Context: an optimization exercise on an open-source flow, tuned for small area, a short achievable clock period and few clock cycles per item. The choices shown serve that exercise and are no tape-out recipe. RTL that was checked went through simulation tests only; none was proved equivalent to the original. No functional check of the RTL was part of run 6. No activity file was given, so power comes from the tool's default toggle rates.

--- flow/design.v ---
`timescale 1ns / 1ps
module input_buffer #(
    parameter N = 15
)(
    input              i_clk,
    input      [7:0]   i_mem_pixel,
    output reg [N*8-1:0] o_taps
);
    always @(posedge i_clk) begin
        o_taps <= {o_taps[(N-1)*8-1:0], i_mem_pixel};
    end
endmodule
`timescale 1ns / 1ps
module image_filter #(
    parameter H = 6
)(
    input                i_clk,
    input                i_nrst,
    input      [3:0]     i_mode,           
    input                i_valid,
    input      [(2*H+3)*8-1:0] i_taps,
    output reg           o_wstb,
    output reg [7:0]     o_filtered_pixel
);
    wire ident = i_mode[0];
    wire sharp = i_mode[1];
    wire edged = i_mode[2];
    wire blur  = i_mode[3];
    wire [7:0] p00 = i_taps[(2*H+2)*8 +: 8];
    wire [7:0] p01 = i_taps[(  H+2)*8 +: 8];
    wire [7:0] p02 = i_taps[(    2)*8 +: 8];
    wire [7:0] p10 = i_taps[(2*H+1)*8 +: 8];
    wire [7:0] p11 = i_taps[(  H+1)*8 +: 8];
    wire [7:0] p12 = i_taps[(    1)*8 +: 8];
    wire [7:0] p20 = i_taps[(2*H  )*8 +: 8];
    wire [7:0] p21 = i_taps[(  H  )*8 +: 8];
    wire [7:0] p22 = i_taps[(    0)*8 +: 8];
    reg  [9:0]  x1, d1;
    reg  [7:0]  c1;
    reg         v1;
    reg  [12:0] u2;
    reg  [12:0] m2;
    reg         v2;
    reg  [12:0] s3;
    reg         v3;
    wire [12:0] xs = blur ? {2'b0, x1, 1'b0} : ident ? 13'd0 : {3'b0, x1};
    wire [12:0] dm = (blur | edged) ? {3'b0, d1} : sharp ? -{5'b0, c1} : 13'd0;
    wire [12:0] mm = (blur | edged) ? {2'b0, c1, 3'b0} : sharp ? {3'b0, c1, 2'b0} : {5'b0, c1};
    wire [12:0] uop = blur ? u2 : ~u2;
    wire [3:0]  lo  = {1'b0, m2[2:0]} + {1'b0, uop[2:0]} + {3'b0, ~blur};
    wire [9:0]  hi  = m2[12:3] + uop[12:3] + {9'b0, lo[3] | blur};
    reg  [7:0]  clamped;
    always @(*) begin
        if (blur)
            clamped = s3[12] ? 8'hff : s3[11:4];
        else if (s3[12])
            clamped = 8'h00;
        else if (|s3[11:8])
            clamped = 8'hff;
        else
            clamped = s3[7:0];
    end
    always @(posedge i_clk) begin
        x1 <= p01 + p10 + p12 + p21;
        d1 <= p00 + p02 + p20 + p22;
        c1 <= ident ? p22 : p11;
        u2 <= xs + dm;
        m2 <= mm;
        s3 <= {hi, lo[2:0]};
        o_filtered_pixel <= clamped;
    end
    always @(posedge i_clk or negedge i_nrst) begin
        if (!i_nrst) begin
            v1     <= 1'b0;
            v2     <= 1'b0;
            v3     <= 1'b0;
            o_wstb <= 1'b0;
        end else begin
            v1     <= i_valid;
            v2     <= v1;
            v3     <= v2;
            o_wstb <= v3;
        end
    end
endmodule
`timescale 1ns / 1ps
module gpu_arithmetic #(
    parameter PIXEL_WIDTH           = 8,
    parameter H                     = 6
)(
    input                      i_clk,
    input                      i_nrst,
    input   [PIXEL_WIDTH-1:0]  i_mem_pixel,
    input   [3:0]              i_mode,
    input                      i_valid,
    output                     o_wstb,
    output  [PIXEL_WIDTH-1:0]  o_filtered_pixel
);
    localparam N = 2*H + 3;                  
    wire [N*8-1:0] taps;
    input_buffer #(
        .N                  (N                  )
    ) i_input_buffer (
        .i_clk              (i_clk              ),
        .i_mem_pixel        (i_mem_pixel        ),
        .o_taps             (taps               )
    );
    image_filter #(
        .H                  (H                  )
    ) i_image_filter (
        .i_clk              (i_clk              ),
        .i_nrst             (i_nrst             ),
        .i_mode             (i_mode             ),
        .i_valid            (i_valid            ),
        .i_taps             (taps               ),
        .o_wstb             (o_wstb             ),
        .o_filtered_pixel   (o_filtered_pixel   )
    );
endmodule
`timescale 1ns / 1ps
module gpu_controller #(
    parameter ZP_IMAGE_WIDTH        = 34,
    parameter ZP_IMAGE_HEIGHT       = 34,
    parameter H                     = 6
)(
    input               i_clk,
    input               i_nrst,
    input               i_start_pulse,
    input      [1:0]    i_filter_type,
    output     [17:0]   o_mem_addr,
    output reg [3:0]    o_mode,
    output reg          o_win_valid,
    input               i_wstb,
    output reg          o_finish_pulse,
    output     [17:0]   o_filtered_addr
);
    localparam W    = ZP_IMAGE_WIDTH;
    localparam OW   = ZP_IMAGE_WIDTH - 2;
    localparam OH   = ZP_IMAGE_HEIGHT - 2;
    localparam R    = H - 2;                 
    localparam NS   = OH / R;                
    localparam KB   = 3;
    localparam XB   = 6;
    localparam SB   = 3;
    localparam JB   = 2;
    localparam CB   = 5;
    localparam AB   = 11;
    localparam NB   = SB + CB + JB;          
    reg            start_q;
    reg  [1:0]     ft_q;
    reg            running;
    reg  [KB-1:0]  k;
    reg  [XB-1:0]  x;
    reg  [SB-1:0]  s;
    reg  [AB-1:0]  addr;
    reg  [NB-1:0]  cnt;
    wire ident   = o_mode[0];
    wire k_end   = ident ? (k == R-1)  : (k == H-1);
    wire x_end   = ident ? (x == OW-1) : (x == W-1);
    wire s_end   = (s == NS-1);
    localparam [AB-1:0] STEP_ROW   = W;
    localparam [AB-1:0] STEP_COL_N = 1 - (H-1)*W;
    localparam [AB-1:0] STEP_COL_I = 1 - (R-1)*W;
    localparam [AB-1:0] STEP_STR_N = -W - (W-1);
    localparam [AB-1:0] STEP_STR_I = W - (OW-1);
    reg [AB-1:0] step;
    always @(*) begin
        if (!k_end)      step = STEP_ROW;
        else if (!x_end) step = ident ? STEP_COL_I : STEP_COL_N;
        else             step = ident ? STEP_STR_I : STEP_STR_N;
    end
    assign o_mem_addr      = {{(18-AB){1'b0}}, addr};
    assign o_filtered_addr = {{(18-NB){1'b0}}, cnt[NB-1 -: SB], cnt[JB-1:0], cnt[JB +: CB]};
    always @(posedge i_clk or negedge i_nrst) begin
        if (!i_nrst) begin
            start_q        <= 1'b0;
            running        <= 1'b0;
            o_win_valid    <= 1'b0;
            o_finish_pulse <= 1'b0;
        end else begin
            start_q        <= i_start_pulse;
            if (start_q)
                running    <= 1'b1;
            else if (k_end && x_end && s_end)
                running    <= 1'b0;
            o_win_valid    <= running && (ident || (k >= 2 && x >= 2));
            o_finish_pulse <= i_wstb && (&cnt);
        end
    end
    always @(posedge i_clk) begin
        ft_q <= i_filter_type;
        if (start_q) begin
            o_mode <= 4'b0001 << ft_q;
            k      <= 0;
            x      <= 0;
            s      <= 0;
            addr   <= (ft_q == 2'd0) ? W + 1 : 0;
            cnt    <= 0;
        end else begin
            if (running) begin
                addr <= addr + step;
                if (!k_end) begin
                    k <= k + 1'b1;
                end else begin
                    k <= 0;
                    if (!x_end) begin
                        x <= x + 1'b1;
                    end else begin
                        x <= 0;
                        s <= s + 1'b1;
                    end
                end
            end
            if (i_wstb)
                cnt <= cnt + 1'b1;
        end
    end
endmodule
`timescale 1ns / 1ps
module mini_gpu #(
    parameter PIXEL_WIDTH           = 8,
    parameter ADDR_WIDTH            = 18,
    parameter FILTER_WIDTH          = 2,
    parameter ARRAY_WIDTH           = 4,
    parameter ZP_IMAGE_WIDTH        = 34,
    parameter ZP_IMAGE_HEIGHT       = 34
)(
    input                      i_clk,
    input                      i_nrst,
    input   [PIXEL_WIDTH-1:0]  i_mem_pixel,
    output  [ADDR_WIDTH-1 :0]  o_mem_addr,
    input                      i_start_pulse,
    input   [FILTER_WIDTH-1:0] i_filter_type,
    output                     o_finish_pulse,
    output                     o_filtered_wstb,
    output  [ADDR_WIDTH-1 :0]  o_filtered_addr,
    output  [PIXEL_WIDTH-1:0]  o_filtered_pixel
);
    localparam H = 6;                        
    wire       win_valid;
    wire       last_write;
    wire [3:0] mode;                         
    wire [PIXEL_WIDTH-1:0] pixel;
    gpu_controller #(
        .ZP_IMAGE_WIDTH     (ZP_IMAGE_WIDTH     ),
        .ZP_IMAGE_HEIGHT    (ZP_IMAGE_HEIGHT    ),
        .H                  (H                  )
    ) i_gpu_controller (
        .i_clk              (i_clk              ),
        .i_nrst             (i_nrst             ),
        .i_start_pulse      (i_start_pulse      ),
        .i_filter_type      (i_filter_type      ),
        .o_mem_addr         (o_mem_addr         ),
        .o_mode             (mode               ),
        .o_win_valid        (win_valid          ),
        .i_wstb             (o_filtered_wstb    ),
        .o_finish_pulse     (o_finish_pulse     ),
        .o_filtered_addr    (o_filtered_addr    )
    );
    gpu_arithmetic #(
        .PIXEL_WIDTH        (PIXEL_WIDTH        ),
        .H                  (H                  )
    ) i_gpu_arithmetic (
        .i_clk              (i_clk              ),
        .i_nrst             (i_nrst             ),
        .i_mem_pixel        (i_mem_pixel        ),
        .i_mode             (mode               ),
        .i_valid            (win_valid          ),
        .o_wstb             (o_filtered_wstb    ),
        .o_filtered_pixel   (o_filtered_pixel   )
    );
endmodule
--- flow/run.sh ---
#!/bin/bash
# synth_recipe.tcl (not shown) runs the flow's synth.tcl, then flattens the netlist and writes it again
# the make line also repeats each setting of config.mk as NAME=value (left out here)
make -C /OpenROAD-flow-scripts/flow DESIGN_CONFIG=/design/flow/config.mk WORK_HOME=/design/flow/orfs CLKGATE_MAP_FILE= SYNTH_SCRIPT=/design/flow/synth_recipe.tcl finish
--- flow/config.mk ---
export PLATFORM = sky130hd
export DESIGN_NAME = mini_gpu
export DESIGN_NICKNAME = mini_gpu
export VERILOG_FILES = /design/flow/design.v
export SDC_FILE = /design/flow/constraint.sdc
export NUM_CORES = 4
export LEC_CHECK = 0
export CAP_MARGIN = 20
export CORE_MARGIN = 2
export CORE_UTILIZATION = 25
export SLEW_MARGIN = 20
--- flow/constraint.sdc ---
create_clock -name core_clock -period 20.0 [get_ports {i_clk}]
set_input_delay 4.0000 -clock core_clock [delete_from_list [all_inputs] [get_ports {i_clk}]]
set_output_delay 4.0000 -clock core_clock [all_outputs]
set_load 0.01 [all_outputs]
==> results.sh, run 1 <==
export IMPL_outcome="complete, no violations"
export IMPL_place_congestion=0.782
export IMPL_setup_worst_path_class="flip-flop to output port"
export IMPL_final_antenna_net_count=0
export IMPL_rows=71
export IMPL_critPathSlowestCell="clkdlybuf4s50_1"
export IMPL_cts_max_level=1
export IMPL_nature_of_the_critical_path_endpoint="output port"
export IMPL_cts_sinks=240
export IMPL_synthArstFlopShare=0.0333
export IMPL_most_used_flip_flop_cell_after_synthesis="dfxtp_1"
export IMPL_post_synth_num_cell_types=63
export IMPL_cp_required_ps=16000
export IMPL_timing_clock_skew_ps=19.6
export IMPL_critical_path_buf_inv_count=1
export IMPL_io_pins=59
export IMPL_fin_tns_setup_ps=0
export IMPL_rsz0062_at_grt="false"
export IMPL_postSynthRegisterBits=240
export IMPL_worst_hold_path_type="flip-flop to flip-flop"
export IMPL_power_sequential_fraction=0.417
export IMPL_leading_cell_types_in_the_layout_fill_and_taps_excluded="dfxtp_1, inv_1, nor2_1, ha_1, o21ai_0"
export IMPL_fin_worst_hold_slack_ps=320
export IMPL_clkPwrFrac=0.353
export IMPL_dr_pass1_iters=4
export IMPL_r2r_slack_ps=16410
export IMPL_ir_worst_vdd_mv=0.0683
export IMPL_clk_slew_on_worst_s_h_paths_ps=70
export IMPL_report_final_slew_viol_count=0
export IMPL_overflow=0
export IMPL_worst_max_slew_margin_expressed_relative_to_the_limit=0.464
export IMPL_drv_max_cap_violation_count=0
export IMPL_grtUsageTotal=0.0840
export IMPL_num_antenna_cells=0
export IMPL_power_per_cell_area_nw_per_um2=127
export IMPL_final_hold_viol_count=0
export IMPL_grt_antenna_before_repair=0
export IMPL_finalCriticalPeriod_ps=5660
export IMPL_drc_errors=0
export IMPL_start_kind="flip-flop"
export IMPL_worst_r2r_startpoint="i_gpu_controller.o_mode[0]"
export IMPL_synth_edff_count=15
export IMPL_synthesis_yosys_warnings=3
export IMPL_worstPathArrival_ps=1660
export IMPL_num_vias=5633
export IMPL_fin_nets=1029
export IMPL_number_of_global_route_vias_before_repair=5691
export IMPL_fmaxAchievable_mhz=177
export IMPL_power_switching_uw=410
export IMPL_cts_max_path_buffers=3
export IMPL_final_cycle_share=0.283
export IMPL_worst_path_dominant_cell_family="buffers and inverters"
export IMPL_setup_viol=0
export IMPL_post_cts_setup_buffer_count=0
export IMPL_slowest_delay_ps=620
export IMPL_most_common_cell_after_layout_fill_and_taps_aside="dfxtp_1"
export IMPL_total_of_buffers_placed_on_input_and_output_ports=43
export IMPL_clk_insertion_delay_late_ps=540
export IMPL_fp_dieH_um=200
export IMPL_internal_power_uw=1040
export IMPL_syn_inst=873
export IMPL_clock_tree_root_driver_cell="clkbuf_16"
export IMPL_cts_hold_buf=0
export IMPL_cts_buffers=26
export IMPL_worstPathMaxFanout=10
export IMPL_floorplan_initialDensity=0.254
export IMPL_synth_yosys_seq_area_share=0.522
export IMPL_sw_frac_of_total=0.283
export IMPL_violation_count_after_the_first_detailed_route_iteration=207
export IMPL_synth_top_cell_area_share=0.454
export IMPL_mappedNetlistArea_um2=9570
export IMPL_design_core_area_um2=37700
export IMPL_min_from="i_gpu_arithmetic.i_input_buffer.o_taps[77]"
export IMPL_netlist_top_cells_area="dfxtp_1, fa_1, ha_1"
export IMPL_cp_startpoint="i_gpu_controller.addr[8]"
export IMPL_netlist_top_cell_by_area="dfxtp_1"
export IMPL_detail_route_wl_per_cell_um=11.1
export IMPL_route_detailed_vias_per_inst=3.87
export IMPL_dieWidth_um=200
export IMPL_cts_resized=0
export IMPL_path_cells="clkdlybuf4s50_1"
export IMPL_overall_die_area_um2=39900
export IMPL_post_route_cells_drive_above_1_share=0.0773
export IMPL_combPwrFrac=0.230
export IMPL_power_leakage_uw=0.00502
export IMPL_layout_area_overhead_vs_synth_pct=19.5
export IMPL_grt_start_max_net_pins=44
export IMPL_wirelength_um=16100
export IMPL_cts_tree="yes"
export IMPL_detailedPlacementHpwl_um=11600
export IMPL_grt_pass1_wl_um=27300
export IMPL_tightestPinTransition_ps=804
export IMPL_synthesis_area_per_instance_um2=11.0
[path summary, 6_finish.rpt]
kind                                                                   end  cells past startpoint
worst max register to register                    i_gpu_controller.addr[9]                     13
worst max-delay path                                         o_mem_addr[8]                      1
max in group asynchronous               i_gpu_arithmetic.i_image_filter.v1                      1
worst min register to register  i_gpu_arithmetic.i_input_buffer.o_taps[85]                      0
min in group asynchronous                  i_gpu_controller.o_finish_pulse                      1
worst min-delay path            i_gpu_arithmetic.i_input_buffer.o_taps[85]                      0
[sequential cells by signal (all words and copies together) (netlist names), 2 cells and up]
signal and cells:
i_gpu_arithmetic.i_image_filter.x1 10, i_gpu_controller.addr 11, i_gpu_arithmetic.i_input_buffer.o_taps 120, i_gpu_arithmetic.i_image_filter.d1 10, i_gpu_arithmetic.i_image_filter.o_filtered_pixel 8, i_gpu_controller.k 3, i_gpu_controller.cnt 10, i_gpu_arithmetic.i_image_filter.c1 8
i_gpu_arithmetic.i_image_filter.u2 13, i_gpu_arithmetic.i_image_filter.s3 13, i_gpu_arithmetic.i_image_filter.m2 11, i_gpu_controller.ft_q 2, i_gpu_controller.o_mode 4, i_gpu_controller.x 6, i_gpu_controller.s 3
[cell usage after synthesis (2+ instances only)]
master,instances
clkbuf_1,15
inv_2,2
edfxtp_1,15
or3_1,5
a22o_1,9
dfxtp_1,217
a211oi_1,4
and3_1,5
buf_4,16
nor2_1,57
a211o_1,2
buf_1,3
o21bai_1,4
xor2_1,25
o21a_1,7
or4_1,3
o31ai_1,11
ha_1,55
mux2_2,8
a21o_1,15
nand2b_1,10
mux2i_1,10
nand2_1,41
inv_1,98
dfrtp_1,8
fa_1,37
xnor2_1,43
a21oi_1,27
or2_2,5
nand4_1,6
nand3_1,9
nor3_1,13
nor2b_1,8
and2_1,7
o21ai_0,45
[power groups by stage]
| stage | combinational (uW) | clock [uW] | sequential [uW] |
|---|---|---|---|
| after floorplan | 264 | 0 | 606 |
| after global placement | 333 | 0 | 614 |
| after detailed placement | 336 | 0 | 615 |
| after CTS | 339 | 529 | 605 |
| after global routing | 386 | 548 | 613 |
| final | 334 | 511 | 604 |
[per-layer routing]
metal,wire length (um),vias to the layer above,GRT usage
li1,-,2944,-
met5,0,-,0
met1,7700,2571,0.109
met4,478,0,0.0321
met3,633,37,0.0160
met2,7270,81,0.138
[worst reg2reg max path: cells and delay by family, from the launching register on]
| family | cells | cell delay, ps |
|---|---|---|
| flops | 1 | 870 |
| fa+ha+maj | 2 | 570 |
| compound gates | 7 | 1230 |
| simple gates | 4 | 670 |
[logic make-up (layout without fill, tap and decap cells)]
group                      after synthesis  in the layout  share of synthesized area
buffers and inverters                  136            193                     0.0605
and+or+nand+nor                        182            182                     0.0942
adders and majority gates               93             93                      0.150
xor gates and xnor gates                68             68                     0.0622
other                                    1             15                   0.000392
AOI/OAI and AO/OA                      135            135                     0.0907
muxes                                   18             18                     0.0199
DFF                                    240            240                      0.522
[per-stage QoR]
stage | worst slack (ps) | total power, uW | utilization | cells | area, um^2
6_report | 14340 | 1450 | 0.304 | 1455 | 11400
5_1_grt | 14270 | 1550 | 0.304 | 1455 | 11400
4_1_cts | 14310 | 1470 | 0.304 | 1455 | 11400
3_5_place_dp | 14890 | 952 | 0.279 | 1407 | 10500
3_3_place_gp | 14910 | 946 | 0.279 | 1407 | 10500
2_1_floorplan | 15550 | 869 | - | 887 | 9630
[final cells by class]
type,count,area [um^2]
fillers,3870,26200
flip-flops and latches,240,4990
clock buffers,31,699
clock inverters,17,230
inverters,100,375
repair buffers,45,445
well taps,511,639
multi-input cells,511,4050
Testbench counts, summed over its fixed seeds: cycles 35,712, frames 24.
==> run 2: changes to the inputs <==
--- a/flow/config.mk
+++ b/flow/config.mk
@@ -8,4 +8,5 @@
 export CAP_MARGIN = 20
 export CORE_MARGIN = 2
-export CORE_UTILIZATION = 25
+export CORE_UTILIZATION = 50
+export CTS_BUF_LIST = sky130_fd_sc_hd__clkbuf_8
 export SLEW_MARGIN = 20
==> results.sh, run 2 <==
export IMPL_outcome="complete, no violations"
export IMPL_clk_slew_on_worst_s_h_paths_ps=60
export IMPL_post_synth_num_cell_types=63
export IMPL_worstPathArrival_ps=1630
export IMPL_setup_viol=0
export IMPL_syn_inst=873
export IMPL_cts_tree="yes"
export IMPL_cts_resized=0
export IMPL_yosysMostFrequentCell="dfxtp_1"
export IMPL_final_antenna_net_count=0
export IMPL_place_area_um2=10200
export IMPL_worst_hold_path_type="flip-flop to flip-flop"
export IMPL_mappedNetlistArea_um2=9570
export IMPL_slowest_delay_ps=590
export IMPL_stdcell_count=1201
export IMPL_violation_count_after_the_first_detailed_route_iteration=147
export IMPL_cp_required_ps=16000
export IMPL_clock_tree_root_driver_cell="clkbuf_8"
export IMPL_sw_frac_of_total=0.287
export IMPL_fin_tns_setup_ps=0
export IMPL_detailedPlacementHpwl_um=11300
export IMPL_drc_errors=0
export IMPL_start_kind="flip-flop"
export IMPL_regToRegEndpoint="i_gpu_controller.addr[10]"
export IMPL_wirelength_um=15900
export IMPL_clkPwrFrac=0.314
export IMPL_cts_max_path_buffers=3
export IMPL_combPwrFrac=0.246
export IMPL_clk_insertion_delay_late_ps=530
export IMPL_floorplan_initialDensity=0.510
export IMPL_fmaxAchievable_mhz=178
export IMPL_nature_of_the_critical_path_endpoint="output port"
export IMPL_number_of_global_route_vias_before_repair=5958
export IMPL_fin_worst_hold_slack_ps=316
export IMPL_tightestPinTransition_ps=640
export IMPL_postSynthRegisterBits=240
export IMPL_cts_sinks=240
export IMPL_cts_buffers=39
export IMPL_report_final_slew_viol_count=0
export IMPL_route_detailed_vias_per_inst=4.84
export IMPL_synth_top_cell_area_share=0.454
export IMPL_pre_cts_ws_ps=14920
export IMPL_finalCriticalPeriod_ps=5630
export IMPL_timing_hold_worst_endpoint="i_gpu_arithmetic.i_input_buffer.o_taps[102]"
export IMPL_timing_clock_skew_ps=23.1
export IMPL_fin_nets=1043
export IMPL_post_synth_mux_area_share=0.0199
export IMPL_critical_path_buf_inv_count=1
export IMPL_design_core_area_um2=18800
export IMPL_postLayoutCellArea_um2=11000
export IMPL_final_critical_path_setup_slack_ps=14370
export IMPL_rows=50
export IMPL_path_cells="clkdlybuf4s50_1"
export IMPL_final_cycle_share=0.281
export IMPL_post_route_cells_drive_above_1_share=0.0900
export IMPL_leading_cell_types_in_the_layout_fill_and_taps_excluded="dfxtp_1, inv_1, nor2_1, ha_1, clkbuf_8"
export IMPL_grt_pass1_wl_um=27100
export IMPL_cts_max_level=2
export IMPL_grt_antenna_before_repair=0
export IMPL_setup_worst_path_class="flip-flop to output port"
export IMPL_final_hold_viol_count=0
export IMPL_power_switching_uw=394
export IMPL_drv_max_cap_violation_count=0
export IMPL_largest_register_ff_count=120
export IMPL_total_of_buffers_placed_on_input_and_output_ports=43
export IMPL_synth_simple_area_share=0.0942
export IMPL_internal_power_uw=978
export IMPL_r2r_slack_ps=16510
export IMPL_register_containing_the_most_flip_flops_in_the_final_layout="i_gpu_arithmetic.i_input_buffer.o_taps"
export IMPL_numPlacedInstances=1131
export IMPL_worstPathMaxFanout=10
export IMPL_worst_path_dominant_cell_family="buffers and inverters"
export IMPL_layout_area_overhead_vs_synth_pct=14.8
export IMPL_synth_yosys_seq_area_share=0.522
export IMPL_worst_r2r_startpoint="i_gpu_controller.x[1]"
export IMPL_most_common_cell_after_layout_fill_and_taps_aside="dfxtp_1"
export IMPL_power_per_cell_area_nw_per_um2=125
export IMPL_overall_die_area_um2=20300
export IMPL_place_congestion=0.793
export IMPL_post_synth_fa_ha_maj_area_fraction=0.150
export IMPL_synth_compound_gate_area_share=0.0907
export IMPL_worst_max_slew_margin_expressed_relative_to_the_limit=0.571
export IMPL_most_used_flip_flop_cell_after_synthesis="dfxtp_1"
export IMPL_power_leakage_uw=0.00504
export IMPL_ir_worst_vdd_mv=0.0807
export IMPL_dieWidth_um=142
export IMPL_power_sequential_fraction=0.439
export IMPL_dr_pass1_iters=4
export IMPL_grtUsageTotal=0.165
export IMPL_netlist_top_cell_by_area="dfxtp_1"
export IMPL_num_antenna_cells=0
export IMPL_num_vias=5807
export IMPL_fp_dieH_um=142
export IMPL_min_from="i_gpu_arithmetic.i_input_buffer.o_taps[94]"
export IMPL_reg_largest_list="i_gpu_arithmetic.i_input_buffer.o_taps: 120 flops, i_gpu_arithmetic.i_image_filter.s3: 13 flops, i_gpu_arithmetic.i_image_filter.u2: 13 flops"
export IMPL_synthesis_yosys_warnings=3
export IMPL_netlist_top_cells_area="dfxtp_1, fa_1, ha_1"
export IMPL_synth_edff_count=15
export IMPL_post_cts_setup_buffer_count=0
export IMPL_io_pins=59
export IMPL_timing_reg2reg_worst_path_depth=13
export IMPL_overflow=0
export IMPL_rsz0062_at_grt="false"
export IMPL_xor_xnor_share_of_the_synthesized_area=0.0622
export IMPL_grt_start_max_net_pins=44
export IMPL_detail_route_wl_per_cell_um=13.2
export IMPL_synth_top_cells_by_count="dfxtp_1, inv_1, nor2_1"
export IMPL_main_combinational_cell_family_by_area_after_synthesis="adder cells"
export IMPL_synthArstFlopShare=0.0333
export IMPL_critPathSlowestCell="clkdlybuf4s50_1"
export IMPL_synthesis_area_per_instance_um2=11.0
export IMPL_cts_hold_buf=0
export IMPL_whs_path_depth=0
[run 2: cell counts after synthesis]
No cell type changed its count.
[run 2: cell families (layout without fill, tap and decap cells)]
| kind of cell | Yosys count | in the layout |
|---|---|---|
| xor+xnor | 68 | 68 |
| other cells | 1 | 15 |
| compound gates | 135 | 135 |
| simple gates | 182 | 182 |
| flops | 240 | 240 |
| mux | 18 | 18 |
| buf+inv | 136 | 216 |
| fa+ha+maj | 93 | 93 |
[run 2: metrics by stage]
step / power, uW / util
2_1_floorplan: 869 / -
3_3_place_gp: 947 / 0.542
3_5_place_dp: 953 / 0.542
4_1_cts: 1390 / 0.586
5_1_grt: 1470 / 0.586
6_report: 1370 / 0.586
[run 2: power by group through the flow]
stage,Sequential [uW],Combinational [uW],Clock [uW]
after floorplan,606,264,0
after global placement,612,335,0
final,603,338,431
after detailed placement,614,340,0
after CTS,604,342,445
after global routing,612,389,467
[run 2: layout make-up]
cell class                 count  area (um^2)
clock buffer                  48          661
clock inverter                22          164
fill                        1617         7780
inverter                     100          375
multi-input combinational    511         4050
sequential                   240         4990
tap                          234          293
timing repair buffer          46          453
[run 2: how the worst max path moves through the flow]
| stage | endpoint | slack, ps | start | cells after the start |
|---|---|---|---|---|
| final | o_mem_addr[8] | 14370 | i_gpu_controller.addr[8] | 1 |
| after detailed placement | o_mem_addr[8] | 14920 | i_gpu_controller.addr[8] | 1 |
| after global placement | o_mem_addr[8] | 14960 | i_gpu_controller.addr[8] | 1 |
| after global routing | o_mem_addr[8] | 14310 | i_gpu_controller.addr[8] | 1 |
| after CTS | o_mem_addr[8] | 14340 | i_gpu_controller.addr[8] | 1 |
| after floorplan | o_mem_addr[1] | 15550 | i_gpu_controller.addr[1] | 0 |
[run 2: layer usage]
layer  vias to the layer above  global-route usage  part of all wire
met5                         -                   0                 0
met4                         0              0.0625             0.025
met3                        39              0.0353             0.034
met2                       104               0.282              0.48
met1                      2699               0.205              0.46
li1                       2965                   -                 -
==> run 3: changes to the inputs <==
==> flow/flow/run.sh (new file) <==
#!/bin/bash
# Standard layout, with plain buffers on the ports and a lighter clock tree.
set -euo pipefail
bash standard.sh \
  "BUFFER_PORTS_ARGS=-buffer_cell sky130_fd_sc_hd__buf_1" \
  "CTS_ARGS=-sink_clustering_enable -repair_clock_nets -dont_use_dummy_load -buf_list sky130_fd_sc_hd__clkbuf_8 -sink_clustering_size 24" \
  finish > standard.log 2>&1
==> flow/standard.sh (new file) <==
#!/bin/bash
# synth_recipe.tcl (not shown) runs the flow's synth.tcl, then flattens the netlist and writes it again
# the make line also repeats each setting of config.mk as NAME=value (left out here)
make -C /OpenROAD-flow-scripts/flow DESIGN_CONFIG=/design/flow/config.mk WORK_HOME=/design/flow/orfs CLKGATE_MAP_FILE= SYNTH_SCRIPT=/design/flow/synth_recipe.tcl "${@:-finish}"
--- a/flow/config.mk
+++ b/flow/config.mk
@@ -9,4 +9,3 @@
 export CORE_MARGIN = 2
 export CORE_UTILIZATION = 50
-export CTS_BUF_LIST = sky130_fd_sc_hd__clkbuf_8
 export SLEW_MARGIN = 20
removed: flow/run.sh
==> results.sh, run 3 <==
export IMPL_grt_antenna_before_repair=0
export IMPL_syn_inst=873
export IMPL_synth_simple_area_share=0.0942
export IMPL_io_pins=59
export IMPL_start_kind="flip-flop"
export IMPL_synth_top_cells_by_count="dfxtp_1, inv_1, nor2_1"
export IMPL_final_hold_viol_count=0
export IMPL_dieWidth_um=142
export IMPL_setup_worst_path_class="flip-flop to output port"
export IMPL_cts_buffers=39
export IMPL_place_area_um2=9900
export IMPL_worst_path_dominant_cell_family="flip-flops"
export IMPL_reg_largest_list="i_gpu_arithmetic.i_input_buffer.o_taps: 120 flops, i_gpu_arithmetic.i_image_filter.s3: 13 flops, i_gpu_arithmetic.i_image_filter.u2: 13 flops"
export IMPL_synthArstFlopShare=0.0333
export IMPL_grt_pass1_wl_um=27600
export IMPL_detail_route_wl_per_cell_um=13.6
export IMPL_slowest_delay_ps=510
export IMPL_synth_top_cell_area_share=0.454
export IMPL_place_congestion=0.791
export IMPL_worst_r2r_startpoint="i_gpu_controller.x[1]"
export IMPL_number_of_global_route_vias_before_repair=6028
export IMPL_xor_xnor_share_of_the_synthesized_area=0.0622
export IMPL_largest_register_ff_count=120
export IMPL_wirelength_um=15900
export IMPL_synth_compound_gate_area_share=0.0907
export IMPL_drc_errors=0
export IMPL_violation_count_after_the_first_detailed_route_iteration=223
export IMPL_report_final_slew_viol_count=0
export IMPL_power_per_cell_area_nw_per_um2=120
export IMPL_worstPathArrival_ps=1200
export IMPL_timing_clock_skew_ps=41.0
export IMPL_synthesis_area_per_instance_um2=11.0
export IMPL_cp_startpoint="i_gpu_controller.addr[8]"
export IMPL_nature_of_the_critical_path_endpoint="output port"
export IMPL_grt_start_max_net_pins=44
export IMPL_power_uw=1260
export IMPL_postLayoutCellArea_um2=10400
export IMPL_post_synth_num_cell_types=63
export IMPL_most_used_flip_flop_cell_after_synthesis="dfxtp_1"
export IMPL_worst_max_slew_margin_expressed_relative_to_the_limit=0.561
export IMPL_cp_required_ps=16000
export IMPL_design_core_area_um2=18800
export IMPL_rsz0062_at_grt="false"
export IMPL_floorplan_initialDensity=0.510
export IMPL_clk_slew_on_worst_s_h_paths_ps=60
export IMPL_min_from="i_gpu_arithmetic.i_input_buffer.o_taps[41]"
export IMPL_fmaxAchievable_mhz=192
export IMPL_fp_dieH_um=142
export IMPL_total_of_buffers_placed_on_input_and_output_ports=43
export IMPL_worstPathMaxFanout=10
export IMPL_rows=50
export IMPL_most_common_cell_after_layout_fill_and_taps_aside="dfxtp_1"
export IMPL_worst_hold_path_type="flip-flop to flip-flop"
export IMPL_detailedPlacementHpwl_um=11500
export IMPL_post_synth_fa_ha_maj_area_fraction=0.150
export IMPL_critPathSlowestCell="edfxtp_1"
export IMPL_power_leakage_uw=0.00474
export IMPL_num_vias=5814
export IMPL_yosysMostFrequentCell="dfxtp_1"
export IMPL_dr_pass1_iters=4
export IMPL_n_fill_cell=1660
export IMPL_netlist_top_cells_area="dfxtp_1, fa_1, ha_1"
export IMPL_postSynthRegisterBits=240
export IMPL_final_cycle_share=0.260
export IMPL_cts_resized=0
export IMPL_drv_max_cap_violation_count=0
export IMPL_outcome="complete, no violations"
export IMPL_synth_edff_count=15
export IMPL_fin_tns_setup_ps=0
export IMPL_fin_nets=1043
export IMPL_cts_sinks=240
export IMPL_netlist_top_cell_by_area="dfxtp_1"
export IMPL_overall_die_area_um2=20300
export IMPL_overflow=0
export IMPL_finalCriticalPeriod_ps=5200
export IMPL_tightestPinTransition_ps=656
export IMPL_final_antenna_net_count=0
export IMPL_layout_area_overhead_vs_synth_pct=9.01
export IMPL_post_cts_setup_buffer_count=0
export IMPL_cts_tree="yes"
export IMPL_clk_insertion_delay_late_ps=510
export IMPL_clock_tree_root_driver_cell="clkbuf_8"
export IMPL_leading_cell_types_in_the_layout_fill_and_taps_excluded="dfxtp_1, inv_1, nor2_1, ha_1, o21ai_0"
export IMPL_cts_hold_buf=0
export IMPL_synth_yosys_seq_area_share=0.522
export IMPL_post_synth_mux_area_share=0.0199
export IMPL_cts_max_level=2
export IMPL_ir_worst_vdd_mv=0.0635
export IMPL_route_detailed_vias_per_inst=4.97
export IMPL_grtUsageTotal=0.168
export IMPL_post_route_cells_drive_above_1_share=0.0716
export IMPL_setup_viol=0
export IMPL_main_combinational_cell_family_by_area_after_synthesis="adder cells"
export IMPL_register_containing_the_most_flip_flops_in_the_final_layout="i_gpu_arithmetic.i_input_buffer.o_taps"
export IMPL_critical_path_buf_inv_count=1
export IMPL_num_antenna_cells=0
export IMPL_synthesis_yosys_warnings=3
export IMPL_cts_max_path_buffers=3
export IMPL_path_cells="buf_1"
export IMPL_mappedNetlistArea_um2=9570
==> run 3: final timing paths <==
path,end,slack (ps),depth (start not counted)
max in group asynchronous,i_gpu_controller.o_win_valid,16310,1
max reg2reg,i_gpu_controller.addr[10],16550,13
min reg2reg,i_gpu_arithmetic.i_input_buffer.o_taps[49],310,0
min in group asynchronous,i_gpu_arithmetic.i_image_filter.v1,3390,1
max,o_mem_addr[8],14800,1
min,i_gpu_arithmetic.i_input_buffer.o_taps[49],310,0
==> run 3: logic make-up after synthesis <==
logic type      count (synthesis)
fa+ha+maj                      93
xor+xnor                       68
flops                         240
compound gates                135
simple gates                  182
other cells                     1
buf+inv                       136
mux                            18
==> run 3: routing by layer <==
layer	GRT usage	share of wire	up-vias
li1	-	-	2939
met1	0.213	0.46	2742
met2	0.286	0.48	106
met3	0.0343	0.037	27
met4	0.0568	0.019	0
met5	0	0	-
==> run 3: cell type report <==
type	instances	area (um^2)	area share
Inverter	100	375	0.0360
Tap cell	234	293	0.0281
Clock buffer	39	537	0.0514
Sequential cell	240	4990	0.479
Multi-Input combinational cell	511	4050	0.388
Timing Repair Buffer	46	184	0.0176
==> run 3: where the power goes <==
group	total (uW)	internal (uW)	leakage [uW]	switching (uW)
logic	323	154	0.00237	170
clock network	329	172	0.000280	157
registers	604	565	0.00209	38.9
total	1260	891	0.00474	366
==> run 3: per-stage QoR <==
stage                      util  hold WS [ps]  std cells  setup slack, ps
after floorplan               -           310        887            15550
after global placement    0.527           310       1131            15350
after detailed placement  0.527           313       1131            15320
after CTS                 0.556           313       1170            14780
after global routing      0.556           310       1170            14740
final                     0.556           309       1170            14800
==> run 4: changes to the inputs <==
==> flow/flow/run.sh (replaced) <==
#!/bin/bash
# Standard layout, with plain buffers on the ports and a lighter clock tree.
set -euo pipefail
bash standard.sh \
  "BUFFER_PORTS_ARGS=-buffer_cell sky130_fd_sc_hd__buf_1" \
  "CTS_ARGS=-sink_clustering_enable -repair_clock_nets -dont_use_dummy_load -buf_list {sky130_fd_sc_hd__clkbuf_4 sky130_fd_sc_hd__clkbuf_8} -sink_clustering_size 20 -sink_clustering_max_diameter 150" \
  finish > standard.log 2>&1
==> results.sh, run 4 <==
export IMPL_rsz0062_at_grt="false"
export IMPL_power_leakage_uw=0.00457
export IMPL_grt_pass1_wl_um=26900
export IMPL_critical_path_buf_inv_count=1
export IMPL_fmaxAchievable_mhz=191
export IMPL_wirelength_um=15600
export IMPL_report_final_slew_viol_count=0
export IMPL_worstPathMaxFanout=10
export IMPL_route_detailed_vias_per_inst=4.94
export IMPL_syn_inst=873
export IMPL_place_area_um2=9900
export IMPL_n_fill_cell=1689
export IMPL_yosysMostFrequentCell="dfxtp_1"
export IMPL_cts_buffers=15
export IMPL_stdcell_count=1146
export IMPL_final_critical_path_setup_slack_ps=14780
export IMPL_final_antenna_net_count=0
export IMPL_io_pins=59
export IMPL_netlist_top_cells_area="dfxtp_1, fa_1, ha_1"
export IMPL_min_from="i_gpu_arithmetic.i_input_buffer.o_taps[37]"
export IMPL_nature_of_the_critical_path_endpoint="output port"
export IMPL_power_sequential_fraction=0.533
export IMPL_final_cycle_share=0.261
export IMPL_detail_route_wl_per_cell_um=13.6
export IMPL_cts_max_level=1
export IMPL_slowest_delay_ps=530
export IMPL_post_cts_setup_buffer_count=0
export IMPL_start_kind="flip-flop"
export IMPL_grt_start_max_net_pins=44
export IMPL_synth_edff_count=15
export IMPL_critPathSlowestCell="edfxtp_1"
export IMPL_finalCriticalPeriod_ps=5220
export IMPL_combPwrFrac=0.286
export IMPL_num_antenna_cells=0
export IMPL_fin_tns_setup_ps=0
export IMPL_netlist_top_cell_by_area="dfxtp_1"
export IMPL_worst_path_dominant_cell_family="flip-flops"
export IMPL_fin_nets=1019
export IMPL_internal_power_uw=785
export IMPL_synth_top_cell_area_share=0.454
export IMPL_clock_tree_root_driver_cell="clkbuf_8"
export IMPL_postLayoutCellArea_um2=10100
export IMPL_cts_tree="yes"
export IMPL_reg_largest_list="i_gpu_arithmetic.i_input_buffer.o_taps: 120 flops, i_gpu_arithmetic.i_image_filter.s3: 13 flops, i_gpu_arithmetic.i_image_filter.u2: 13 flops"
export IMPL_fp_dieH_um=142
export IMPL_final_hold_viol_count=0
export IMPL_postSynthRegisterBits=240
export IMPL_path_cells="buf_1"
export IMPL_rows=50
export IMPL_synthesis_area_per_instance_um2=11.0
export IMPL_mappedNetlistArea_um2=9570
export IMPL_outcome="complete, no violations"
export IMPL_violation_count_after_the_first_detailed_route_iteration=241
export IMPL_dieWidth_um=142
export IMPL_regToRegEndpoint="i_gpu_controller.addr[10]"
export IMPL_setup_worst_path_class="flip-flop to output port"
export IMPL_most_common_cell_after_layout_fill_and_taps_aside="dfxtp_1"
export IMPL_drc_errors=0
export IMPL_overflow=0
export IMPL_power_switching_uw=344
export IMPL_worst_r2r_startpoint="i_gpu_controller.x[1]"
export IMPL_leading_cell_types_in_the_layout_fill_and_taps_excluded="dfxtp_1, inv_1, nor2_1, ha_1, o21ai_0"
export IMPL_worst_max_slew_margin_expressed_relative_to_the_limit=0.568
export IMPL_clk_insertion_delay_late_ps=530
export IMPL_fin_worst_hold_slack_ps=335
export IMPL_place_congestion=0.791
export IMPL_power_per_cell_area_nw_per_um2=112
export IMPL_synthesis_yosys_warnings=3
export IMPL_register_containing_the_most_flip_flops_in_the_final_layout="i_gpu_arithmetic.i_input_buffer.o_taps"
export IMPL_pre_cts_ws_ps=15320
export IMPL_post_route_cells_drive_above_1_share=0.0471
export IMPL_detailedPlacementHpwl_um=11500
export IMPL_worstPathArrival_ps=1220
export IMPL_total_of_buffers_placed_on_input_and_output_ports=43
export IMPL_setup_viol=0
export IMPL_cts_sinks=240
export IMPL_num_vias=5661
export IMPL_design_core_area_um2=18800
export IMPL_r2r_slack_ps=16540
export IMPL_cts_resized=0
export IMPL_cts_hold_buf=0
export IMPL_clkPwrFrac=0.180
export IMPL_worst_hold_path_type="flip-flop to flip-flop"
export IMPL_post_synth_num_cell_types=63
export IMPL_number_of_global_route_vias_before_repair=5791
export IMPL_clk_slew_on_worst_s_h_paths_ps=120
export IMPL_timing_clock_skew_ps=29.2
export IMPL_floorplan_initialDensity=0.510
export IMPL_synth_yosys_seq_area_share=0.522
export IMPL_sw_frac_of_total=0.305
export IMPL_synthArstFlopShare=0.0333
export IMPL_most_used_flip_flop_cell_after_synthesis="dfxtp_1"
export IMPL_largest_register_ff_count=120
export IMPL_grt_antenna_before_repair=0
export IMPL_cts_max_path_buffers=3
export IMPL_grtUsageTotal=0.162
export IMPL_drv_max_cap_violation_count=0
export IMPL_numPlacedInstances=1131
export IMPL_tightestPinTransition_ps=646
export IMPL_synth_top_cells_by_count="dfxtp_1, inv_1, nor2_1"
export IMPL_timing_reg2reg_worst_path_depth=13
export IMPL_dr_pass1_iters=4
export IMPL_ir_worst_vdd_mv=0.0784
export IMPL_layout_area_overhead_vs_synth_pct=5.55
export IMPL_whs_path_depth=0
export IMPL_timing_hold_worst_endpoint="i_gpu_arithmetic.i_input_buffer.o_taps[45]"
export IMPL_cp_required_ps=16000
export IMPL_overall_die_area_um2=20300
[run 4: changes by cell type in the layout (fill, tap and decap cells not counted)]
cell,delta
clkbuf_8,-24
[run 4: cells by family (layout without fill, tap and decap cells)]
| logic type | Yosys count | count (layout) | synth area share |
|---|---|---|---|
| xor gates and xnor gates | 68 | 68 | 0.0622 |
| adders and majority gates | 93 | 93 | 0.150 |
| and+or+nand+nor | 182 | 182 | 0.0942 |
| buffers and inverters | 136 | 161 | 0.0605 |
| muxes | 18 | 18 | 0.0199 |
| DFF | 240 | 240 | 0.522 |
| AOI/OAI and AO/OA | 135 | 135 | 0.0907 |
| other | 1 | 15 | 0.000392 |
[run 4: routing by layer]
| layer | track usage | up-vias | wire length, um |
|---|---|---|---|
| li1 | - | 2884 | - |
| met1 | 0.211 | 2669 | 7270 |
| met2 | 0.283 | 85 | 7430 |
| met3 | 0.0246 | 23 | 459 |
| met4 | 0.0453 | 0 | 431 |
| met5 | 0 | - | 0 |
[run 4: power groups by stage]
stage	combinational, uW	sequential (uW)	clock [uW]
6_report	324	602	204
5_1_grt	375	612	230
4_1_cts	328	603	214
3_5_place_dp	325	614	0
3_3_place_gp	320	612	0
2_1_floorplan	264	606	0
[run 4: cell type report]
class                   instances  area [um^2]  area share
flip-flops and latches        240         4990       0.494
inverters                     100          375      0.0371
clock buffers                  15          206      0.0204
multi-input cells             511         4050       0.401
repair buffers                 46          184      0.0182
well taps                     234          293      0.0290
[run 4: stage by stage]
stage          utilization  total power (uW)
6_report             0.538              1130
3_3_place_gp         0.527               932
4_1_cts              0.538              1140
2_1_floorplan            -               869
5_1_grt              0.538              1220
3_5_place_dp         0.527               939
[run 4: how the worst max path moves through the flow]
| stage | start | end | slack [ps] | cells after the start |
|---|---|---|---|---|
| detailed placement | i_gpu_controller.addr[8] | o_mem_addr[8] | 15320 | 1 |
| global placement | i_gpu_controller.addr[8] | o_mem_addr[8] | 15350 | 1 |
| finish | i_gpu_controller.addr[8] | o_mem_addr[8] | 14780 | 1 |
| floorplan | i_gpu_controller.addr[1] | o_mem_addr[1] | 15550 | 0 |
| CTS | i_gpu_controller.addr[8] | o_mem_addr[8] | 14750 | 1 |
| global route | i_gpu_controller.addr[8] | o_mem_addr[8] | 14700 | 1 |
==> run 5: changes to the inputs <==
==> flow/flow/run.sh (replaced) <==
#!/bin/bash
# Standard layout, with plain buffers on the ports and a lighter clock tree.
set -euo pipefail
bash standard.sh \
  "BUFFER_PORTS_ARGS=-buffer_cell sky130_fd_sc_hd__buf_1" \
  "CTS_ARGS=-sink_clustering_enable -repair_clock_nets -dont_use_dummy_load -buf_list sky130_fd_sc_hd__clkbuf_8 -sink_clustering_size 20 -sink_clustering_max_diameter 150" \
  finish > standard.log 2>&1
==> results.sh, run 5 <==
export IMPL_synth_edff_count=15
export IMPL_violation_count_after_the_first_detailed_route_iteration=241
export IMPL_syn_inst=873
export IMPL_worstPathArrival_ps=1220
export IMPL_clk_insertion_delay_late_ps=530
export IMPL_worstPathMaxFanout=10
export IMPL_final_antenna_net_count=0
export IMPL_floorplan_initialDensity=0.510
export IMPL_regToRegEndpoint="i_gpu_controller.addr[10]"
export IMPL_worst_r2r_startpoint="i_gpu_controller.x[1]"
export IMPL_overflow=0
export IMPL_netlist_top_cell_by_area="dfxtp_1"
export IMPL_overall_die_area_um2=20300
export IMPL_wirelength_um=15600
export IMPL_grtUsageTotal=0.162
export IMPL_grt_antenna_before_repair=0
export IMPL_timing_hold_worst_endpoint="i_gpu_arithmetic.i_input_buffer.o_taps[45]"
export IMPL_detail_route_wl_per_cell_um=13.6
export IMPL_cts_buffers=15
export IMPL_detailedPlacementHpwl_um=11500
export IMPL_rows=50
export IMPL_grt_pass1_wl_um=26900
export IMPL_r2r_slack_ps=16540
export IMPL_ir_worst_vdd_mv=0.0784
export IMPL_timing_reg2reg_worst_path_depth=13
export IMPL_slowest_delay_ps=530
export IMPL_routedLengthMet1_um=7270
export IMPL_most_used_flip_flop_cell_after_synthesis="dfxtp_1"
export IMPL_worst_max_slew_margin_expressed_relative_to_the_limit=0.568
export IMPL_outcome="complete, no violations"
export IMPL_synthesis_yosys_warnings=3
export IMPL_final_cycle_share=0.261
export IMPL_most_common_cell_after_layout_fill_and_taps_aside="dfxtp_1"
export IMPL_fmaxAchievable_mhz=191
export IMPL_power_leakage_uw=0.00457
export IMPL_num_vias=5661
export IMPL_postSynthRegisterBits=240
export IMPL_start_kind="flip-flop"
export IMPL_synth_top_cell_area_share=0.454
export IMPL_fin_nets=1019
export IMPL_cts_max_level=1
export IMPL_netlist_top_cells_area="dfxtp_1, fa_1, ha_1"
export IMPL_yosysMostFrequentCell="dfxtp_1"
export IMPL_top_layer_used="met4"
export IMPL_dieWidth_um=142
export IMPL_fp_dieH_um=142
export IMPL_leading_cell_types_in_the_layout_fill_and_taps_excluded="dfxtp_1, inv_1, nor2_1, ha_1, o21ai_0"
export IMPL_largest_register_ff_count=120
export IMPL_stdcell_count=1146
export IMPL_report_final_slew_viol_count=0
export IMPL_final_hold_viol_count=0
export IMPL_synthesis_area_per_instance_um2=11.0
export IMPL_worst_hold_path_type="flip-flop to flip-flop"
export IMPL_cts_tree="yes"
export IMPL_place_congestion=0.791
export IMPL_setup_worst_path_class="flip-flop to output port"
export IMPL_finalCoreUtilization=0.538
export IMPL_clock_tree_root_driver_cell="clkbuf_8"
export IMPL_critPathSlowestCell="edfxtp_1"
export IMPL_combPwrFrac=0.286
export IMPL_numPlacedInstances=1131
export IMPL_cts_sinks=240
export IMPL_routed_wl_met2_um=7430
export IMPL_tightestPinTransition_ps=646
export IMPL_finalCriticalPeriod_ps=5220
export IMPL_route_detailed_vias_per_inst=4.94
export IMPL_fin_worst_hold_slack_ps=335
export IMPL_whs_path_depth=0
export IMPL_mappedNetlistArea_um2=9570
export IMPL_layout_area_overhead_vs_synth_pct=5.55
export IMPL_post_cts_setup_buffer_count=0
export IMPL_synthArstFlopShare=0.0333
export IMPL_cts_hold_buf=0
export IMPL_power_per_cell_area_nw_per_um2=112
export IMPL_total_of_buffers_placed_on_input_and_output_ports=43
export IMPL_register_containing_the_most_flip_flops_in_the_final_layout="i_gpu_arithmetic.i_input_buffer.o_taps"
export IMPL_worst_path_dominant_cell_family="flip-flops"
export IMPL_power_switching_uw=344
export IMPL_rsz0062_at_grt="false"
export IMPL_synth_top_cells_by_count="dfxtp_1, inv_1, nor2_1"
export IMPL_num_antenna_cells=0
export IMPL_synth_yosys_seq_area_share=0.522
export IMPL_grt_start_max_net_pins=44
export IMPL_nature_of_the_critical_path_endpoint="output port"
export IMPL_cp_required_ps=16000
export IMPL_timing_clock_skew_ps=29.2
export IMPL_cts_max_path_buffers=3
export IMPL_io_pins=59
export IMPL_number_of_global_route_vias_before_repair=5791
export IMPL_power_sequential_fraction=0.533
export IMPL_internal_power_uw=785
export IMPL_critical_path_buf_inv_count=1
export IMPL_design_core_area_um2=18800
export IMPL_clk_slew_on_worst_s_h_paths_ps=120
export IMPL_post_synth_num_cell_types=63
export IMPL_path_cells="buf_1"
export IMPL_min_from="i_gpu_arithmetic.i_input_buffer.o_taps[37]"
export IMPL_clkPwrFrac=0.180
export IMPL_met3_length_um=459
export IMPL_dr_pass1_iters=4
export IMPL_drc_errors=0
export IMPL_sw_frac_of_total=0.305
export IMPL_cts_resized=0
export IMPL_post_route_cells_drive_above_1_share=0.0471
export IMPL_setup_viol=0
export IMPL_fin_tns_setup_ps=0
export IMPL_reg_largest_list="i_gpu_arithmetic.i_input_buffer.o_taps: 120 flops, i_gpu_arithmetic.i_image_filter.s3: 13 flops, i_gpu_arithmetic.i_image_filter.u2: 13 flops"
export IMPL_drv_max_cap_violation_count=0
[run 5: worst max path at each step]
stage | endpoint | slack, ps | cells past startpoint | from
2_1_floorplan | o_mem_addr[1] | 15550 | 0 | i_gpu_controller.addr[1]
3_3_place_gp | o_mem_addr[8] | 15350 | 1 | i_gpu_controller.addr[8]
4_1_cts | o_mem_addr[8] | 14750 | 1 | i_gpu_controller.addr[8]
6_report | o_mem_addr[8] | 14780 | 1 | i_gpu_controller.addr[8]
3_5_place_dp | o_mem_addr[8] | 15320 | 1 | i_gpu_controller.addr[8]
5_1_grt | o_mem_addr[8] | 14700 | 1 | i_gpu_controller.addr[8]
[run 5: cell type report]
class                           instances  area [um^2]
Multi-Input combinational cell        511         4050
Clock buffer                           15          206
Timing Repair Buffer                   46          184
Fill cell                            1689         8660
Inverter                              100          375
Sequential cell                       240         4990
Tap cell                              234          293
[run 5: per-stage QoR]
step	area, um^2	setup slack, ps	total power [uW]
6_report	10100	14780	1130
5_1_grt	10100	14700	1220
4_1_cts	10100	14750	1140
3_5_place_dp	9900	15320	939
3_3_place_gp	9900	15350	932
2_1_floorplan	9630	15550	869
[run 5: cells by family after synthesis]
logic type	synth area share
other	0.000392
and+or+nand+nor	0.0942
muxes	0.0199
AOI/OAI and AO/OA	0.0907
buffers and inverters	0.0605
DFF	0.522
adders and majority gates	0.150
xor gates and xnor gates	0.0622
[run 5: routing by layer]
layer,vias to the layer above,GRT usage
li1,2884,-
met1,2669,0.211
met3,23,0.0246
met5,-,0
met4,0,0.0453
met2,85,0.283
[run 5: power by group through the flow]
stage                     combinational [uW]  clock (uW)  sequential, uW
after detailed placement                 325           0             614
after global placement                   320           0             612
after floorplan                          264           0             606
after CTS                                328         214             603
final                                    324         204             602
after global routing                     375         230             612
==> run 6: changes to the inputs <==
--- a/flow/design.v
+++ b/flow/design.v
@@ -39,25 +39,26 @@
     reg  [7:0]  c1;
     reg         v1;
-    reg  [12:0] u2;
-    reg  [12:0] m2;
+    reg  [12:0] s2;
     reg         v2;
-    reg  [12:0] s3;
-    reg         v3;
-    wire [12:0] xs = blur ? {2'b0, x1, 1'b0} : ident ? 13'd0 : {3'b0, x1};
-    wire [12:0] dm = (blur | edged) ? {3'b0, d1} : sharp ? -{5'b0, c1} : 13'd0;
-    wire [12:0] mm = (blur | edged) ? {2'b0, c1, 3'b0} : sharp ? {3'b0, c1, 2'b0} : {5'b0, c1};
-    wire [12:0] uop = blur ? u2 : ~u2;
-    wire [3:0]  lo  = {1'b0, m2[2:0]} + {1'b0, uop[2:0]} + {3'b0, ~blur};
-    wire [9:0]  hi  = m2[12:3] + uop[12:3] + {9'b0, lo[3] | blur};
+    wire [12:0] opa = blur  ? {2'b0, c1, 3'b111} :
+                      edged ? {2'b0, c1, 3'b010} :
+                      sharp ? {3'b0, c1, 2'b01}  : {5'b0, c1};
+    wire [12:0] opb = blur  ? {2'b0, x1, 1'b0} :
+                      ident ? 13'd0 : ~{3'b0, x1};
+    wire [12:0] ope = blur  ? {3'b0, d1} :
+                      edged ? ~{3'b0, d1} :
+                      sharp ? {5'b0, c1} : 13'd0;
+    wire [12:0] css = opa ^ opb ^ ope;
+    wire [12:0] csc = {(opa[11:0] & opb[11:0]) | (opa[11:0] & ope[11:0]) | (opb[11:0] & ope[11:0]), blur};
     reg  [7:0]  clamped;
     always @(*) begin
         if (blur)
-            clamped = s3[12] ? 8'hff : s3[11:4];
-        else if (s3[12])
+            clamped = s2[12] ? 8'hff : s2[11:4];
+        else if (s2[12])
             clamped = 8'h00;
-        else if (|s3[11:8])
+        else if (|s2[11:8])
             clamped = 8'hff;
         else
-            clamped = s3[7:0];
+            clamped = s2[7:0];
     end
     always @(posedge i_clk) begin
@@ -65,7 +66,5 @@
         d1 <= p00 + p02 + p20 + p22;
         c1 <= ident ? p22 : p11;
-        u2 <= xs + dm;
-        m2 <= mm;
-        s3 <= {hi, lo[2:0]};
+        s2 <= css + csc;
         o_filtered_pixel <= clamped;
     end
@@ -74,11 +73,9 @@
             v1     <= 1'b0;
             v2     <= 1'b0;
-            v3     <= 1'b0;
             o_wstb <= 1'b0;
         end else begin
             v1     <= i_valid;
             v2     <= v1;
-            v3     <= v2;
-            o_wstb <= v3;
+            o_wstb <= v2;
         end
     end
@@ -198,16 +195,14 @@
             cnt    <= 0;
         end else begin
-            if (running) begin
-                addr <= addr + step;
-                if (!k_end) begin
-                    k <= k + 1'b1;
+            addr <= addr + step;
+            if (!k_end) begin
+                k <= k + 1'b1;
+            end else begin
+                k <= 0;
+                if (!x_end) begin
+                    x <= x + 1'b1;
                 end else begin
-                    k <= 0;
-                    if (!x_end) begin
-                        x <= x + 1'b1;
-                    end else begin
-                        x <= 0;
-                        s <= s + 1'b1;
-                    end
+                    x <= 0;
+                    s <= s + 1'b1;
                 end
             end
==> results.sh, run 6 <==
export IMPL_outcome="complete, no violations"
export IMPL_drv_max_cap_violation_count=0
export IMPL_postSynthRegisterBits=215
export IMPL_route_detailed_vias_per_inst=4.87
export IMPL_synth_top_cells_by_count="dfxtp_1, inv_1, nor2_1"
export IMPL_multi_input_comb_area_um2=3700
export IMPL_netlist_top_cell_by_area="dfxtp_1"
export IMPL_worst_path_dominant_cell_family="flip-flops"
export IMPL_slowest_delay_ps=520
export IMPL_overflow=0
export IMPL_cts_max_path_buffers=3
export IMPL_num_vias=5137
export IMPL_internal_power_uw=716
export IMPL_detail_route_wl_per_cell_um=13.1
export IMPL_netlist_top_cells_area="dfxtp_1, fa_1, ha_1"
export IMPL_worst_max_slew_margin_expressed_relative_to_the_limit=0.470
export IMPL_grt_antenna_before_repair=0
export IMPL_cts_sinks=215
export IMPL_final_antenna_net_count=0
export IMPL_fmaxAchievable_mhz=193
export IMPL_timing_clock_skew_ps=21.6
export IMPL_grt_pass1_wl_um=24200
export IMPL_most_common_cell_after_layout_fill_and_taps_aside="dfxtp_1"
export IMPL_setup_viol=0
export IMPL_nature_of_the_critical_path_endpoint="output port"
export IMPL_design_core_area_um2=17100
export IMPL_violation_count_after_the_first_detailed_route_iteration=193
export IMPL_clkPwrFrac=0.176
export IMPL_grtUsageTotal=0.160
export IMPL_n_fill_cell=1532
export IMPL_largest_register_ff_count=120
export IMPL_path_cells="buf_1"
export IMPL_layout_area_overhead_vs_synth_pct=6.15
export IMPL_combPwrFrac=0.320
export IMPL_synth_edff_count=4
export IMPL_detailedPlacementHpwl_um=10300
export IMPL_worst_hold_path_type="flip-flop to flip-flop"
export IMPL_sequential_cell_area_um2=4380
export IMPL_setup_worst_path_class="flip-flop to output port"
export IMPL_worstPathArrival_ps=1190
export IMPL_synthArstFlopShare=0.0326
export IMPL_postLayoutCellArea_um2=9150
export IMPL_synth_top_cell_area_share=0.474
export IMPL_power_per_cell_area_nw_per_um2=115
export IMPL_syn_inst=788
export IMPL_dr_pass1_iters=4
export IMPL_worstPathMaxFanout=11
export IMPL_power_switching_uw=339
export IMPL_finalCriticalPeriod_ps=5190
export IMPL_cts_tree="yes"
export IMPL_report_final_slew_viol_count=0
export IMPL_floorplan_initialDensity=0.506
export IMPL_num_antenna_cells=0
export IMPL_place_congestion=0.785
export IMPL_mappedNetlistArea_um2=8620
export IMPL_post_route_cells_drive_above_1_share=0.0482
export IMPL_tightestPinTransition_ps=792
export IMPL_start_kind="flip-flop"
export IMPL_drc_errors=0
export IMPL_cts_resized=0
export IMPL_stdcell_count=1055
export IMPL_critPathSlowestCell="dfxtp_1"
export IMPL_wirelength_um=13800
export IMPL_cts_buffers=14
export IMPL_clk_slew_on_worst_s_h_paths_ps=120
export IMPL_post_cts_setup_buffer_count=0
export IMPL_leading_cell_types_in_the_layout_fill_and_taps_excluded="dfxtp_1, inv_1, nor2_1, ha_1, fa_1"
export IMPL_rsz0062_at_grt="false"
export IMPL_synth_yosys_seq_area_share=0.508
export IMPL_cts_hold_buf=0
export IMPL_io_pins=59
export IMPL_overall_die_area_um2=18300
export IMPL_total_of_buffers_placed_on_input_and_output_ports=43
export IMPL_grt_start_max_net_pins=44
export IMPL_dieWidth_um=135
export IMPL_most_used_flip_flop_cell_after_synthesis="dfxtp_1"
export IMPL_final_cycle_share=0.260
export IMPL_fp_dieH_um=135
export IMPL_cts_max_level=1
export IMPL_fin_tns_setup_ps=0
export IMPL_reg_largest_list="i_gpu_arithmetic.i_input_buffer.o_taps: 120 flops, i_gpu_arithmetic.i_image_filter.s2: 13 flops, i_gpu_controller.addr: 11 flops"
export IMPL_sw_frac_of_total=0.321
export IMPL_synthesis_yosys_warnings=3
export IMPL_register_containing_the_most_flip_flops_in_the_final_layout="i_gpu_arithmetic.i_input_buffer.o_taps"
export IMPL_ir_worst_vdd_mv=0.0525
export IMPL_place_area_um2=8960
export IMPL_rows=48
export IMPL_number_of_global_route_vias_before_repair=5266
export IMPL_cp_required_ps=16000
export IMPL_power_leakage_uw=0.00419
export IMPL_fin_nets=937
export IMPL_post_synth_num_cell_types=57
export IMPL_clock_tree_root_driver_cell="clkbuf_8"
export IMPL_power_sequential_fraction=0.504
export IMPL_critical_path_buf_inv_count=1
export IMPL_synthesis_area_per_instance_um2=10.9
export IMPL_finalCoreUtilization=0.537
export IMPL_final_hold_viol_count=0
export IMPL_yosysMostFrequentCell="dfxtp_1"
export IMPL_numPlacedInstances=1041
export IMPL_clk_insertion_delay_late_ps=490
[run 6: changes by cell type in the layout (fill, tap and decap cells not counted), moves of 9 or more]
cell      before  now
dfxtp_1      217  204
edfxtp_1      15    4
a22o_1         9    0
inv_1         98  111
xnor2_1       43   27
o21ai_0       45   30
[run 6: power groups by stage]
stage	Combinational, uW	Clock, uW	Sequential [uW]
after floorplan	278	0	533
after global placement	335	0	540
after detailed placement	340	0	542
after CTS	342	197	532
after global routing	396	210	539
final	337	186	531
[run 6: path summary, 6_finish.rpt]
check	depth (start not counted)	slack [ps]	endpoint	from
setup / recovery	1	14810	o_mem_addr[8]	i_gpu_controller.addr[8]
setup reg to reg	12	15940	i_gpu_arithmetic.i_image_filter.s2[12]	i_gpu_controller.o_mode[2]
min in group asynchronous	1	3400	i_gpu_controller.o_finish_pulse	i_nrst
max in group asynchronous	1	16290	i_gpu_arithmetic.i_image_filter.v2	i_nrst
hold / removal	0	330	i_gpu_arithmetic.i_input_buffer.o_taps[47]	i_gpu_arithmetic.i_input_buffer.o_taps[39]
hold reg to reg	0	330	i_gpu_arithmetic.i_input_buffer.o_taps[47]	i_gpu_arithmetic.i_input_buffer.o_taps[39]
[run 6: routing by layer]
layer  vias to the layer above  routed length [um]  global-route usage
li1                       2576                   -                   -
met5                         -                   0                   0
met1                      2446                6250               0.204
met2                       101                6790               0.285
met4                         0                 136              0.0341
met3                        14                 648              0.0284
[run 6: logic make-up (layout without fill, tap and decap cells)]
| family | Yosys count | count (layout) | share of synthesized area |
|---|---|---|---|
| AO/OA/AOI/OAI | 116 | 116 | 0.0853 |
| XOR/XNOR | 44 | 44 | 0.0447 |
| adder cells (fa/ha/maj) | 93 | 93 | 0.174 |
| buffers and inverters | 143 | 171 | 0.0688 |
| flip-flops | 215 | 215 | 0.508 |
| multiplexers | 27 | 27 | 0.0327 |
| other | 1 | 15 | 0.000435 |
| AND/OR/NAND/NOR | 149 | 149 | 0.0863 |
[run 6: per-stage QoR]
step	setup slack, ps	power (uW)	hold slack, ps
3_5_place_dp	15330	882	312
5_1_grt	14740	1150	332
2_1_floorplan	15550	811	310
3_3_place_gp	15350	874	310
6_report	14810	1050	328
4_1_cts	14770	1070	333
[run 6: final cells by class]
type,instances,share of cell area
Clock buffer,14,0.0211
Inverter,112,0.0459
Multi-Input combinational cell,444,0.405
Sequential cell,215,0.478
Tap cell,225,0.0308
Timing Repair Buffer,45,0.0193

static timing again, ports no longer ideal:
The results above use ideal ports. As a check the final layouts listed here were re-extracted and re-timed, cells and wires unchanged.
Step 1 (the two cells are an assumption about what drives the block):
set clk [get_ports {i_clk}]
set_driving_cell -lib_cell sky130_fd_sc_hd__clkbuf_16 $clk
set_driving_cell -lib_cell sky130_fd_sc_hd__buf_2 [delete_from_list [all_inputs] $clk]
Step 2, shift: input delay + t, output delay - t, t = (earliest + latest rising clock arrival at the registers) / 2. This alone moves slack from input paths to output paths.
Three values: ideal, step 1, step 2; two values: the first two.
| run | t (ns) | slack for setup (ns) | worst hold slack (ns) | worst setup path at the end | worst register clock-pin slew, ns |
|---|---|---|---|---|---|
| run 1 | 0.577 | 14.337 / 14.289 / 14.865 | 0.320 / 0.320 / 0.320 | register to output | 0.07 / 0.07 |
| run 2 | 0.558 | 14.374 / 14.335 / 14.893 | 0.316 / 0.316 / 0.316 | register to output | 0.06 / 0.06 |
| run 3 | 0.530 | 14.796 / 14.757 / 15.287 | 0.309 / 0.309 / 0.309 | register to output | 0.06 / 0.06 |
| run 4 | 0.545 | 14.776 / 14.739 / 15.285 | 0.335 / 0.335 / 0.335 | register to output | 0.12 / 0.12 |
| run 5 | 0.545 | 14.776 / 14.739 / 15.285 | 0.335 / 0.335 / 0.335 | register to output | 0.12 / 0.12 |
| run 6 | 0.516 | 14.807 / 14.770 / 15.286 | 0.328 / 0.328 / 0.328 | register to output | 0.12 / 0.12 |
After both steps every run listed still meets setup and hold.
